What follows belongs to an exercise in optimizing a design on an open flow for small area and a short achievable clock period; a production flow would make more cautious choices.
RTL that was checked went through simulation tests only; none was proved equivalent to the original.
Power figures rest on the tool's default switching activity, not on a simulated workload.

==> nickel: inputs <==
## mac5
module mac5 #(parameter WIDTH=32)
   (input logic [(WIDTH/2)-1:0] a,
    input logic [(WIDTH/2)-1:0] b,
    input logic               clk, reset,
    output logic [WIDTH-1:0]  out);
export LEC_CHECK = 0
export ABC_CLOCK_PERIOD_IN_PS = 1000
export CAP_MARGIN = 20
export CORE_MARGIN = 2
export CORE_UTILIZATION = 60
export SETUP_SLACK_MARGIN = 4.3
export SLEW_MARGIN = 20
export SYNTH_HIERARCHICAL = 1
export SYNTH_MINIMUM_KEEP_SIZE = 0
create_clock -name core_clock -period 7.0 [get_ports {clk}]
run.sh (not shown) runs the stock make flow with config.mk's settings and CLKGATE_MAP_FILE= SYNTH_SCRIPT=/design/flow/synth_recipe.tcl, a recipe that flattens the netlist after the stock synthesis.
==> inputs of sierra, as changes to nickel <==
- ABC_CLOCK_PERIOD_IN_PS: 1000 -> 2500
- CORE_UTILIZATION: 60 -> 40
- SETUP_SLACK_MARGIN: 4.3 -> not set
==> flow_summary.toml <==
[placed_design]
dpl.hpwl_um = 21830

[pwr]
switching_share_pct = 38.34
p_leak_nw = 5.944
pg_seq_mw = 2.28

[status]
status = "timing/DRC/antenna clean"

[die]
start_util_pct = 61.17

[finish]
fin_area_um2 = 15230
synthToLayoutAreaGrowth_pct = 18.09

[setup_path]
regToRegSetupSlack_ns = 4.29
cpPeakStageDelay_ns = 0.62

[routing]
routed_wl_um = 31520
[end of results for nickel]
==> flow_summary.toml <==
[status]
status = "timing/DRC/antenna clean"

[pwr]
p_leak_nw = 5.556
switching_share_pct = 38.01

[die]
start_util_pct = 40.78

[setup_path]
cpPeakStageDelay_ns = 0.80

[routing]
routed_wl_um = 29780

[finish]
fin_area_um2 = 14710
synthToLayoutAreaGrowth_pct = 14.03
[end of results for sierra]
No run of this note included a check of the RTL's function; only the layout flow was run.

==> inputs of trial 40 <==
Another version of the RTL of mac5 (not shown whole).
export LEC_CHECK = 0
export ABC_CLOCK_PERIOD_IN_PS = 1000
export CAP_MARGIN = 20
export CORE_MARGIN = 2
export CORE_UTILIZATION = 40
export SETUP_SLACK_MARGIN = 4.6
export SLEW_MARGIN = 20
export SYNTH_HIERARCHICAL = 1
export SYNTH_MINIMUM_KEEP_SIZE = 0
export TNS_END_PERCENT = 10
create_clock -name core_clock -period 7.0 [get_ports {clk}]
standard.sh (not shown) runs the stock make flow with config.mk's settings and CLKGATE_MAP_FILE= SYNTH_SCRIPT=/design/flow/synth_recipe.tcl, a recipe that flattens the netlist after the stock synthesis.
==> flow/flow/run.sh <==
#!/bin/bash
# Standard layout, with port buffers of a plain buffer cell, sizing not held to
# the cells' footprints, and a clock tree without dummy loads.
bash standard.sh MATCH_CELL_FOOTPRINT=0 \
  BUFFER_PORTS_ARGS="-buffer_cell sky130_fd_sc_hd__buf_1" \
  CTS_ARGS="-sink_clustering_enable -repair_clock_nets -dont_use_dummy_load -sink_clustering_size 30 -sink_clustering_max_diameter 60" \
  finish > standard.log 2>&1
==> trial 89 (differences from trial 40) <==
Settings changed: SETUP_SLACK_MARGIN 4.6 to 4.5, TNS_END_PERCENT 10 to 5.
==> build 39 (differences from trial 40) <==
==> flow/flow/run.sh (replaced) <==
#!/bin/bash
# Standard layout, with port buffers of a plain buffer cell, sizing not held to
# the cells' footprints, and a clock tree without dummy loads.
bash standard.sh MATCH_CELL_FOOTPRINT=0 \
  BUFFER_PORTS_ARGS="-buffer_cell sky130_fd_sc_hd__buf_1" \
  CTS_ARGS="-sink_clustering_enable -repair_clock_nets -dont_use_dummy_load -sink_clustering_size 24 -sink_clustering_max_diameter 50 -root_buf sky130_fd_sc_hd__clkbuf_16 -buf_list sky130_fd_sc_hd__clkbuf_8" \
  finish > standard.log 2>&1
Settings changed: SETUP_SLACK_MARGIN 4.6 to 4.5, TNS_END_PERCENT 10 to default.
==> trial 20 (differences from trial 40) <==
--- a/flow/flow/run.sh
+++ b/flow/flow/run.sh
@@ -4,3 +4,3 @@
 bash standard.sh MATCH_CELL_FOOTPRINT=0 \
-  BUFFER_PORTS_ARGS="-buffer_cell sky130_fd_sc_hd__buf_1" \
+  BUFFER_PORTS_ARGS="-buffer_cell sky130_fd_sc_hd__buf_2" \
   CTS_ARGS="-sink_clustering_enable -repair_clock_nets -dont_use_dummy_load -sink_clustering_size 30 -sink_clustering_max_diameter 60" \
Settings changed: SETUP_SLACK_MARGIN 4.6 to 4.5, TNS_END_PERCENT 10 to default.
==> notes.md <==
# TYPE chip_impl_metric gauge
chip_impl_metric{name="worst-path-buf-inv",unit=""} 0
chip_impl_metric{name="ir_drop",unit="uV"} 209.3
chip_impl_metric{name="post-route-period-util",unit="%"} 35.32
chip_impl_metric{name="area_share_nonclk_buffers",unit="%"} 2.109
chip_impl_info{name="path_class",value="reg -> reg"} 1
chip_impl_info{name="outcome",value="finished clean"} 1
chip_impl_metric{name="timing.hold.ws",unit="ns"} 0.3256
chip_impl_metric{name="power_per_cell_area",unit="mW/mm2"} 424.6
chip_impl_metric{name="pg_comb",unit="uW"} 2270
chip_impl_metric{name="via_count_normalized_by_instance_count",unit=""} 5.128
chip_impl_metric{name="grt_usage",unit="%"} 17.48
chip_impl_metric{name="worst_path_largest_cell_delay",unit="ns"} 0.55
chip_impl_metric{name="via_count",unit=""} 7035
chip_impl_metric{name="clk_pwr_share",unit="%"} 16.6
chip_impl_metric{name="final_period_minus_worst_setup_slack",unit="ns"} 2.473
chip_impl_metric{name="cp.arrival",unit="ns"} 2.83
chip_impl_metric{name="final_critical_path_setup_slack",unit="ns"} 4.527
chip_impl_metric{name="preCtsSetupSlack",unit="ns"} 3.875
That was trial 89.
==> notes.md <==
# TYPE chip_impl_metric gauge
chip_impl_info{name="outcome",value="finished clean"} 1
chip_impl_metric{name="clk_pwr_share",unit="%"} 16.4
chip_impl_metric{name="timing.hold.ws",unit="ns"} 0.3104
chip_impl_metric{name="final-seq-area",unit="mm2"} 0.004417
chip_impl_metric{name="post_synth_inst_count",unit=""} 966
chip_impl_info{name="cp_cell_sequence",value="buf_1"} 1
chip_impl_metric{name="grt_usage",unit="%"} 16.94
chip_impl_info{name="path_class",value="reg -> out"} 1
chip_impl_metric{name="worst-path-buf-inv",unit=""} 1
chip_impl_metric{name="final_period_minus_worst_setup_slack",unit="ns"} 2.417
chip_impl_metric{name="via_count_normalized_by_instance_count",unit=""} 5.091
chip_impl_metric{name="pg_comb",unit="uW"} 2310
chip_impl_metric{name="final_critical_path_setup_slack",unit="ns"} 4.583
chip_impl_metric{name="cp.arrival",unit="ns"} 1.02
chip_impl_metric{name="p_int",unit="uW"} 3436
chip_impl_metric{name="overflow_left_after_global_routing",unit=""} 0
chip_impl_metric{name="area_share_nonclk_buffers",unit="%"} 3.653
chip_impl_metric{name="preCtsSetupSlack",unit="ns"} 3.963
chip_impl_metric{name="via_count",unit=""} 7087
chip_impl_metric{name="power_per_cell_area",unit="mW/mm2"} 418.8
chip_impl_info{name="regMostFlops",value="out"} 1
chip_impl_metric{name="placed_cells",unit=""} 1352
That was trial 40.
==> notes.md <==
# TYPE chip_impl_metric gauge
chip_impl_info{name="outcome",value="finished clean"} 1
chip_impl_metric{name="grt_usage",unit="%"} 17.71
chip_impl_metric{name="post-route-period-util",unit="%"} 34.89
chip_impl_metric{name="timing.hold.ws",unit="ns"} 0.3055
chip_impl_metric{name="cp.arrival",unit="ns"} 2.83
chip_impl_metric{name="clk_pwr_share",unit="%"} 17.0
chip_impl_metric{name="ir_drop",unit="uV"} 220.4
chip_impl_metric{name="via_count",unit=""} 7100
chip_impl_metric{name="final_period_minus_worst_setup_slack",unit="ns"} 2.442
chip_impl_metric{name="area_share_nonclk_buffers",unit="%"} 3.340
chip_impl_info{name="path_class",value="reg -> reg"} 1
chip_impl_metric{name="pg_comb",unit="uW"} 2290
That was trial 20.
==> notes.md <==
# TYPE chip_impl_metric gauge
chip_impl_info{name="outcome",value="finished clean"} 1
chip_impl_metric{name="pg_comb",unit="uW"} 2310
chip_impl_metric{name="clk_pwr_share",unit="%"} 14.1
chip_impl_metric{name="worst_path_largest_cell_delay",unit="ns"} 0.56
chip_impl_info{name="path_class",value="reg -> reg"} 1
chip_impl_metric{name="preCtsSetupSlack",unit="ns"} 3.848
chip_impl_metric{name="ir_drop",unit="uV"} 180.2
chip_impl_metric{name="cp.arrival",unit="ns"} 2.88
chip_impl_metric{name="timing.hold.ws",unit="ns"} 0.3238
chip_impl_metric{name="via_count",unit=""} 7132
chip_impl_metric{name="worst-path-buf-inv",unit=""} 2
That was build 39.

==> try-indigo: inputs <==
mac5, a different RTL version from the one above (not shown whole).
==> flow/config.mk <==
export PLATFORM = sky130hd
export DESIGN_NAME = mac5
export DESIGN_NICKNAME = mac5
export VERILOG_FILES = /design/flow/design.v
export SDC_FILE = /design/flow/constraint.sdc
export NUM_CORES = 4
export LEC_CHECK = 0
export CAP_MARGIN = 20
export CORE_MARGIN = 2
export CORE_UTILIZATION = 40
export SLEW_MARGIN = 20
export SYNTH_HIERARCHICAL = 1
export SYNTH_MINIMUM_KEEP_SIZE = 0
==> flow/constraint.sdc <==
create_clock -name core_clock -period 7.0 [get_ports {clk}]
set_input_delay 1.4000 -clock core_clock [delete_from_list [all_inputs] [get_ports {clk}]]
set_output_delay 1.4000 -clock core_clock [all_outputs]
set_load 0.01 [all_outputs]
run.sh (not shown) runs the stock make flow with config.mk's settings and CLKGATE_MAP_FILE= SYNTH_SCRIPT=/design/flow/synth_recipe.tcl, a recipe that flattens the netlist after the stock synthesis.
Stock flow here: none of the scripts above is used.
==> inputs of try-tundra, as changes to try-indigo <==
--- a/flow/design.v
+++ b/flow/design.v
@@ -1145,14 +1145,16 @@
       q3_28_1 <= c762;
       q3_29_0 <= s765;
       q3_29_1 <= c764;
       q3_30_0 <= s767;
       q3_30_1 <= c766;
       q3_31_0 <= q2_31_0;
       q3_31_1 <= c768;
-      out <= ~(sx + sy + 32'd1);
    end
+   wire [32:0] sum = {sx, 1'b1} + {sy, 1'b1};
+   always @(posedge clk)
+      out <= ~sum[32:1];
 endmodule
 module mac5_fa (input logic a, b, c, output logic s, co);
    assign s = a ^ b ^ c;
    assign co = (a & b) | (a & c) | (b & c);
 endmodule
- ABC_CLOCK_PERIOD_IN_PS: not set -> 1000
- CORE_UTILIZATION: 40 -> 60
- CTS_BUF_LIST: not set -> sky130_fd_sc_hd__clkbuf_4 sky130_fd_sc_hd__clkbuf_8
- CTS_CLUSTER_SIZE: not set -> 30
- SETUP_SLACK_MARGIN: not set -> 4.3
==> inputs of try-amber, as changes to try-indigo <==
--- a/flow/design.v
+++ b/flow/design.v
@@ -1145,14 +1145,16 @@
       q3_28_1 <= c762;
       q3_29_0 <= s765;
       q3_29_1 <= c764;
       q3_30_0 <= s767;
       q3_30_1 <= c766;
       q3_31_0 <= q2_31_0;
       q3_31_1 <= c768;
-      out <= ~(sx + sy + 32'd1);
    end
+   wire [32:0] sum = {sx, 1'b1} + {sy, 1'b1};
+   always @(posedge clk)
+      out <= ~sum[32:1];
 endmodule
 module mac5_fa (input logic a, b, c, output logic s, co);
    assign s = a ^ b ^ c;
    assign co = (a & b) | (a & c) | (b & c);
 endmodule
- ABC_CLOCK_PERIOD_IN_PS: not set -> 2500
- SETUP_SLACK_MARGIN: not set -> 4.3
==> qor.yml <==
final_layout:
  layout_common_cells: "nand2_1, dfxtp_1, fa_1"
  final-seq-area_mm2: 0.00499
  multi_input_area_mm2: 0.00762
clock_tree:
  cts_buffers: 26
  cts_max_level: 1
place:
  dp_slack_ns: 3.77
min_path:
  hold_start: "q2_31_0"
run_status:
  run_status: "finished clean"
(the above is from try-indigo)
==> qor.yml <==
worst_setup_path:
  cp_num_cells: 5
  worst-r2r-cell-count: 5
floorplan:
  fp-row-count: 65
min_path:
  hold_start: "q2_0_0"
run_status:
  run_status: "finished clean"
final_layout:
  final_util_pct: 48.8
  final-seq-area_mm2: 0.00509
  multi_input_area_mm2: 0.00769
  layout_common_cells: "nand2_1, fa_1, dfxtp_1"
  largest_reg_flops: 32
  layout.nets: 1500
place:
  dp_slack_ns: 3.74
clock_tree:
  cts_buffers: 29
drt:
  num_vias: 8191
(the above is from try-amber)
==> qor.yml <==
final_layout:
  multi_input_area_mm2: 0.00774
  layout_common_cells: "nand2_1, fa_1, dfxtp_1"
  final-seq-area_mm2: 0.00508
worst_setup_path:
  worstPathArrival_ns: 3.19
clock_tree:
  cts_buffers: 42
run_status:
  run_status: "finished clean"
min_path:
  hold_start: "q2_31_0"
place:
  dp_slack_ns: 3.80
(the above is from try-tundra)
No run of this note included a check of the RTL's function; only the layout flow was run.

afterwards: timing with drivers on the ports:
Ports are ideal in the flow. The routed layouts listed here were re-timed in OpenROAD. Step 1 (the two cells are an assumption about what drives the block):
set clk [get_ports {clk}]
set_driving_cell -lib_cell sky130_fd_sc_hd__clkbuf_16 $clk
set_driving_cell -lib_cell sky130_fd_sc_hd__buf_2 [delete_from_list [all_inputs] $clk]
Step 2 times the ports against the registers' clock, not the clock port: input delays grow and output delays shrink by t, the midpoint of the rising clock arrivals with the driver on. Slacks: ideal / step 1 / step 2; pairs: ideal / step 1.
run | t, ns | slack for setup (ns) | cell pins on the clock port's net
nickel | 0.589 | 4.289 / 4.289 / 4.289 | 1
sierra | 0.583 | 3.759 / 3.759 / 3.759 | 1
trial 40 | 0.532 | 4.583 / 4.535 / 4.611 | 1
trial 89 | 0.536 | 4.527 / 4.508 / 4.527 | 1
build 39 | 0.516 | 4.504 / 4.504 / 4.504 | 1
trial 20 | 0.533 | 4.558 / 4.528 / 4.558 | 1
try-indigo | 0.583 | 3.759 / 3.759 / 3.759 | 1
try-tundra | 0.605 | 4.267 / 4.267 / 4.267 | 1
try-amber | 0.593 | 4.298 / 4.296 / 4.298 | 1
After both steps every run listed still meets setup and hold.
